This is an optimization exercise on Yosys and OpenROAD, whose aim is small area, a short achievable clock period and few clock cycles, not a production implementation.
Only simulation tests tie the RTL to the original design; equivalence was not proved.
The clock port is modelled as an ideal driver; clocking choices that lean on that would not hold on a real chip.
No activity file was given, so power comes from the tool's default toggle rates.

## main
==> flow/design.v (excerpt) <==
module mnist_conv (
    input  wire        clk,
    input  wire        reset,
    input  wire        start,
    output wire        done,
    input  wire [11:0] img_base,
    input  wire [11:0] krn_base,
    input  wire [11:0] dst_base,
    output wire [11:0] img_addr,
    input  wire [15:0] img_rdata,
    output wire [11:0] krn_addr,
    input  wire [15:0] krn_rdata,
    output wire [11:0] dst_addr,
    output wire [15:0] dst_wdata,
    output wire        dst_we
);
Size: roughly 910 flip-flops.
make LEC_CHECK=0 CAP_MARGIN=20 CORE_MARGIN=2 CORE_UTILIZATION=40 SLEW_MARGIN=20 finish   # period 8.0 ns
run.sh (not shown) runs the stock make flow with config.mk's settings and CLKGATE_MAP_FILE= SYNTH_SCRIPT=/design/flow/synth_recipe.tcl, a recipe that flattens the netlist after the stock synthesis.
The final layout from main, which completed every stage, passed the timing, DRC and antenna checks at the end of the flow.
Testbench counts of main, summed over its fixed seeds: cycles 49,392.
Here is what was changed in the inputs of the feature branch compared with main.
- putting SETUP_SLACK_MARGIN at 5.0 where nothing was set
## What came out
For overall power, main and the feature branch come out practically identical. main → the feature branch: internal portion of total power went up about 0.66%; data arrival time at the worst-slack endpoint went down 0.61 ns; layout overhead on the synthesized area went up 11 points. Comparing the feature branch and main, the higher routed length on met2 was measured on main. Higher measured slew at the worst slew-check pin goes to main over the feature branch.

* * *

mnist_conv, a different RTL version from the one above (not shown whole).
Size in the first run: ~4,600 cells after synthesis, roughly 54,000 um2 of cells after synthesis.
Settings: LEC_CHECK=0, ABC_CLOCK_PERIOD_IN_PS=3000, CAP_MARGIN=20, CORE_MARGIN=2, CORE_UTILIZATION=55, CTS_CLUSTER_DIAMETER=100, CTS_CLUSTER_SIZE=20, SLEW_MARGIN=20; clock period 8.0 ns.
standard.sh (not shown) runs the stock make flow with config.mk's settings and CLKGATE_MAP_FILE= SYNTH_SCRIPT=/design/flow/synth_recipe.tcl, a recipe that flattens the netlist after the stock synthesis.
==> flow/flow/run.sh <==
#!/bin/bash
set -euo pipefail
SETUP_MARGIN=5.3
here=$(pwd)
sed 's/yosys synth -nofsm -noshare {\*}\$args/yosys synth -nofsm -noshare -noabc {*}$args/' \
    synth_recipe.tcl > noabc_synth.tcl
grep -q -- '-noshare -noabc' noabc_synth.tcl
sed -e "s|SYNTH_SCRIPT=[^ ]*|SYNTH_SCRIPT=$here/noabc_synth.tcl SETUP_SLACK_MARGIN=$SETUP_MARGIN|" \
    standard.sh > standard_noabc.sh
grep -q "SYNTH_SCRIPT=$here/noabc_synth.tcl SETUP_SLACK_MARGIN=$SETUP_MARGIN" standard_noabc.sh
bash standard_noabc.sh > flow_make.log 2>&1
Testbench counts at the start, summed over its fixed seeds: cycles 49,416.
Edit:
--- a/flow/flow/run.sh
+++ b/flow/flow/run.sh
@@ -3 +3 @@
-SETUP_MARGIN=5.3
+SETUP_MARGIN=5.15
What happened:
- global-route usage decreases by 1.7 points
- power drops slightly
- clock-buffer cell count grows by 1
- via count is lower slightly
- fmax goes down slightly
- hold slack hardly moves
Edit:
Settings changed: CTS_CLUSTER_DIAMETER 100 to not set, CTS_CLUSTER_SIZE 20 to not set.
Effect: The changed run completed with no timing, DRC or antenna violations. Worst hold slack loses 0.0088 ns. Clock power is higher by 68%. Maximum frequency went up by 0.79%. Wire length is higher by 0.84%. Via count went up by 0.41%. Synthesized area does not change. Non-clock buffer count goes down by 1. Utilization rose by 2.2 points. Sequential power stays flat. Clock-buffer cell count is higher by 64. Clock skew is about the same.

* * *

mnist_conv, a different RTL version from the one above (not shown whole).
Size: about 4700 cells after synthesis, roughly 1000 flip-flops, roughly 130 I/O pins, ~0.054 mm2 of cells after synthesis.
Settings: LEC_CHECK=0, ABC_CLOCK_PERIOD_IN_PS=3000, CAP_MARGIN=20, CORE_MARGIN=2, CORE_UTILIZATION=55, CTS_CLUSTER_DIAMETER=100, CTS_CLUSTER_SIZE=20, PLACE_DENSITY=0.7, SLEW_MARGIN=20; clock period 8.0 ns.
==> flow/flow/run.sh <==
#!/bin/bash
# The standard layout (standard.sh) with these changes:
#  * synthesis skips the early "abc -fast" pass inside Yosys's synth command
#    (synth -noabc).  That pass restructures the full-adder trees before
#    extract_fa runs and leaves many inverters between adder cells; without
#    it extract_fa maps the trees cleanly.  Registers (names, count and cell
#    types) are the same as the standard synthesis: the final abc mapping
#    and dfflibmap are unchanged.
set -euo pipefail
SETUP_MARGIN=5.3
here=$(pwd)
sed 's/yosys synth -nofsm -noshare {\*}\$args/yosys synth -nofsm -noshare -noabc {*}$args/' \
    synth_recipe.tcl > noabc_synth.tcl
grep -q -- '-noshare -noabc' noabc_synth.tcl
sed -e "s|SYNTH_SCRIPT=[^ ]*|SYNTH_SCRIPT=$here/noabc_synth.tcl SETUP_SLACK_MARGIN=$SETUP_MARGIN POST_RESIZE_TCL=$here/flow/post_resize.tcl POST_CTS_TCL=$here/flow/post_cts.tcl|" \
    standard.sh > standard_noabc.sh
grep -q "POST_CTS_TCL=$here/flow/post_cts.tcl" standard_noabc.sh
bash standard_noabc.sh > flow_make.log 2>&1
==> flow/flow/ff_drive.tcl <==
# Flip-flops whose output reaches many loads (counted through buffers):
# upsize plain flip-flops to dfxtp_4, and give enable flip-flops (edfxtp
# exists only in size 1) a buffer.  Only drive strengths and buffers change.
proc ffd_loads {net depth} {
  set n 0
  foreach it [$net getITerms] {
    if {[$it isOutputSignal]} { continue }
    set inst [$it getInst]
    set m [[$inst getMaster] getName]
    if {$depth < 4 && [regexp {__(buf|clkbuf)_[0-9]+$} $m]} {
      set o [$inst findITerm X]
      if {$o ne "NULL" && [$o getNet] ne "NULL"} {
        incr n [ffd_loads [$o getNet] [expr {$depth + 1}]]
        continue
      }
    }
    incr n
  }
  return $n
}
proc ffd_fix {min_loads} {
  set db [ord::get_db]
  set ff4 [$db findMaster sky130_fd_sc_hd__dfxtp_4]
  set up 0
  set nets {}
  foreach inst [[ord::get_db_block] getInsts] {
    set m [[$inst getMaster] getName]
    if {$m ne "sky130_fd_sc_hd__dfxtp_1" && $m ne "sky130_fd_sc_hd__dfxtp_2" && $m ne "sky130_fd_sc_hd__edfxtp_1"} { continue }
    set q [$inst findITerm Q]
    if {$q eq "NULL" || [$q getNet] eq "NULL"} { continue }
    set net [$q getNet]
    if {[ffd_loads $net 0] < $min_loads} { continue }
    if {$m eq "sky130_fd_sc_hd__edfxtp_1"} {
      if {[llength [$net getITerms]] - 1 >= $min_loads} { lappend nets [$net getName] }
    } else {
      $inst swapMaster $ff4
      incr up
    }
  }
  foreach n $nets { insert_buffer -buffer_cell sky130_fd_sc_hd__buf_4 -net [get_nets $n] }
  puts "ff_drive: $up flip-flops upsized, [llength $nets] outputs buffered"
}
# Port buffers that the placement step left as delay cells
# (clkdlybuf4s50_1): swap them for buf_2, a plain buffer of half the area.
proc ffd_port_bufs {} {
  set b2 [[ord::get_db] findMaster sky130_fd_sc_hd__buf_2]
  set n 0
  foreach inst [[ord::get_db_block] getInsts] {
    if {[[$inst getMaster] getName] ne "sky130_fd_sc_hd__clkdlybuf4s50_1"} { continue }
    if {![string match "input*" [$inst getName]] && ![string match "output*" [$inst getName]]} { continue }
    $inst swapMaster $b2
    incr n
  }
  puts "ff_drive: $n port buffers swapped to buf_2"
}
==> flow/flow/post_resize.tcl <==
source [file join [file dirname [info script]] ff_drive.tcl]
ffd_fix 8
ffd_port_bufs
Other scripts of this flow, unchanged in this note and not shown: flow/flow/post_cts.tcl
Testbench counts at the start, summed over its fixed seeds: cycles 49,416.
Edit:
--- a/flow/flow/run.sh
+++ b/flow/flow/run.sh
@@ -10 +10 @@
-SETUP_MARGIN=5.3
+SETUP_MARGIN=5.25
--- a/flow/config.mk
+++ b/flow/config.mk
@@ -14 +13,0 @@
-export PLACE_DENSITY = 0.7
- utilization hardly moves
- final area is about the same
- worst hold slack stays flat
- critical path depth stays the same
Edit:
--- a/flow/flow/ff_drive.tcl
+++ b/flow/flow/ff_drive.tcl
@@ -43,13 +42,0 @@
-# Port buffers that the placement step left as delay cells
-# (clkdlybuf4s50_1): swap them for buf_2, a plain buffer of half the area.
-proc ffd_port_bufs {} {
-  set b2 [[ord::get_db] findMaster sky130_fd_sc_hd__buf_2]
-  set n 0
-  foreach inst [[ord::get_db_block] getInsts] {
-    if {[[$inst getMaster] getName] ne "sky130_fd_sc_hd__clkdlybuf4s50_1"} { continue }
-    if {![string match "input*" [$inst getName]] && ![string match "output*" [$inst getName]]} { continue }
-    $inst swapMaster $b2
-    incr n
-  }
-  puts "ff_drive: $n port buffers swapped to buf_2"
-}
==> flow/flow/post_resize.tcl (replaced) <==
source [file join [file dirname [info script]] ff_drive.tcl]
ffd_fix 8
Effect: The changed run completed without violations; routed wire length goes up slightly; clock skew goes down by 0.012 ns; total power goes up slightly; hold slack barely changes; cell area goes up slightly; combinational power stays flat.
Edit:
--- a/flow/flow/ff_drive.tcl
+++ b/flow/flow/ff_drive.tcl
@@ -42,0 +43,13 @@
+# Port buffers that the placement step left as delay cells
+# (clkdlybuf4s50_1): swap them for buf_2, a plain buffer of half the area.
+proc ffd_port_bufs {} {
+  set b2 [[ord::get_db] findMaster sky130_fd_sc_hd__buf_2]
+  set n 0
+  foreach inst [[ord::get_db_block] getInsts] {
+    if {[[$inst getMaster] getName] ne "sky130_fd_sc_hd__clkdlybuf4s50_1"} { continue }
+    if {![string match "input*" [$inst getName]] && ![string match "output*" [$inst getName]]} { continue }
+    $inst swapMaster $b2
+    incr n
+  }
+  puts "ff_drive: $n port buffers swapped to buf_2"
+}
==> flow/flow/post_resize.tcl (replaced) <==
source [file join [file dirname [info script]] ff_drive.tcl]
ffd_fix 8
ffd_port_bufs
--- a/flow/config.mk
+++ b/flow/config.mk
@@ -13,0 +14 @@
+export GPL_ROUTABILITY_DRIVEN = 0
Outcome: Hold slack is about the same; clock skew decreases by 0.033 ns; cell count is about the same; register-to-register slack is better by 0.04 ns; power hardly moves.
Edit:
--- a/flow/flow/run.sh
+++ b/flow/flow/run.sh
@@ -10 +10 @@
-SETUP_MARGIN=5.25
+SETUP_MARGIN=5.3
--- a/flow/flow/ff_drive.tcl
+++ b/flow/flow/ff_drive.tcl
@@ -43,13 +42,0 @@
-# Port buffers that the placement step left as delay cells
-# (clkdlybuf4s50_1): swap them for buf_2, a plain buffer of half the area.
-proc ffd_port_bufs {} {
-  set b2 [[ord::get_db] findMaster sky130_fd_sc_hd__buf_2]
-  set n 0
-  foreach inst [[ord::get_db_block] getInsts] {
-    if {[[$inst getMaster] getName] ne "sky130_fd_sc_hd__clkdlybuf4s50_1"} { continue }
-    if {![string match "input*" [$inst getName]] && ![string match "output*" [$inst getName]]} { continue }
-    $inst swapMaster $b2
-    incr n
-  }
-  puts "ff_drive: $n port buffers swapped to buf_2"
-}
==> flow/flow/post_resize.tcl (replaced) <==
source [file join [file dirname [info script]] ff_drive.tcl]
ffd_fix 8
--- a/flow/config.mk
+++ b/flow/config.mk
@@ -14 +13,0 @@
-export GPL_ROUTABILITY_DRIVEN = 0
- core utilization goes up by 0.44 points
- die area is unchanged
- worst hold slack barely changes
- clock power stays flat
- final area goes up by 0.73%
- global-route usage goes up by 0.62 points
- first-iteration DRC count goes down by 4.6%
- area after synthesis does not change
- power stays flat

## static timing again, ports no longer ideal
In the flow no input, the clock included, has a driving cell. The finished layouts below were timed again as built, in two steps.
Step 1 (the two cells are an assumption about what drives the block):
set clk [get_ports {clk}]
set_driving_cell -lib_cell sky130_fd_sc_hd__clkbuf_16 $clk
set_driving_cell -lib_cell sky130_fd_sc_hd__buf_2 [delete_from_list [all_inputs] $clk]
Step 2 also shifts input and output timing later by t, the mid clock arrival at the registers, as if the neighbouring blocks saw the same clock.
a / b / c = ideal ports / drivers / drivers and shift; a / b = the first two.
run | shift t [ns] | setup WS [ns] | hold slack, ns | worst register clock-pin slew, ns | worst slew at a driven data input, ns
main | 0.795 | 4.041 / 4.041 / 4.041 | 0.320 / 0.320 / 0.320 | 0.07 / 0.07 | 0.06
the feature branch | 0.800 | 4.690 / 4.690 / 4.529 | 0.309 / 0.309 / 0.309 | 0.08 / 0.08 | 0.07
the first run of note 2 | 0.788 | 5.132 / 5.054 / 4.767 | 0.327 / 0.327 / 0.327 | 0.10 / 0.10 | 0.07
the second run of note 2 | 0.785 | 5.117 / 5.047 / 4.707 | 0.327 / 0.327 / 0.327 | 0.10 / 0.10 | 0.08
the third run of note 2 | 0.772 | 5.140 / 5.070 / 4.711 | 0.318 / 0.318 / 0.318 | 0.07 / 0.07 | 0.08
the first run of note 3 | 0.786 | 5.205 / 5.128 / 5.120 | 0.317 / 0.317 / 0.317 | 0.10 / 0.10 | 0.05
the second run of note 3 | 0.774 | 5.214 / 5.137 / 5.106 | 0.317 / 0.317 / 0.317 | 0.10 / 0.10 | 0.07
the third run of note 3 | 0.768 | 5.210 / 5.134 / 4.723 | 0.319 / 0.319 / 0.319 | 0.10 / 0.10 | 0.07
the fourth run of note 3 | 0.782 | 5.203 / 5.127 / 5.061 | 0.320 / 0.320 / 0.320 | 0.09 / 0.09 | 0.06
the fifth run of note 3 | 0.768 | 5.210 / 5.135 / 4.725 | 0.321 / 0.321 / 0.321 | 0.10 / 0.10 | 0.07
After both steps setup and hold are still met in every run listed. The setup slack of the third run of note 3, which loses most, moves by -0.076 ns with the drivers and by -0.487 ns with both steps.
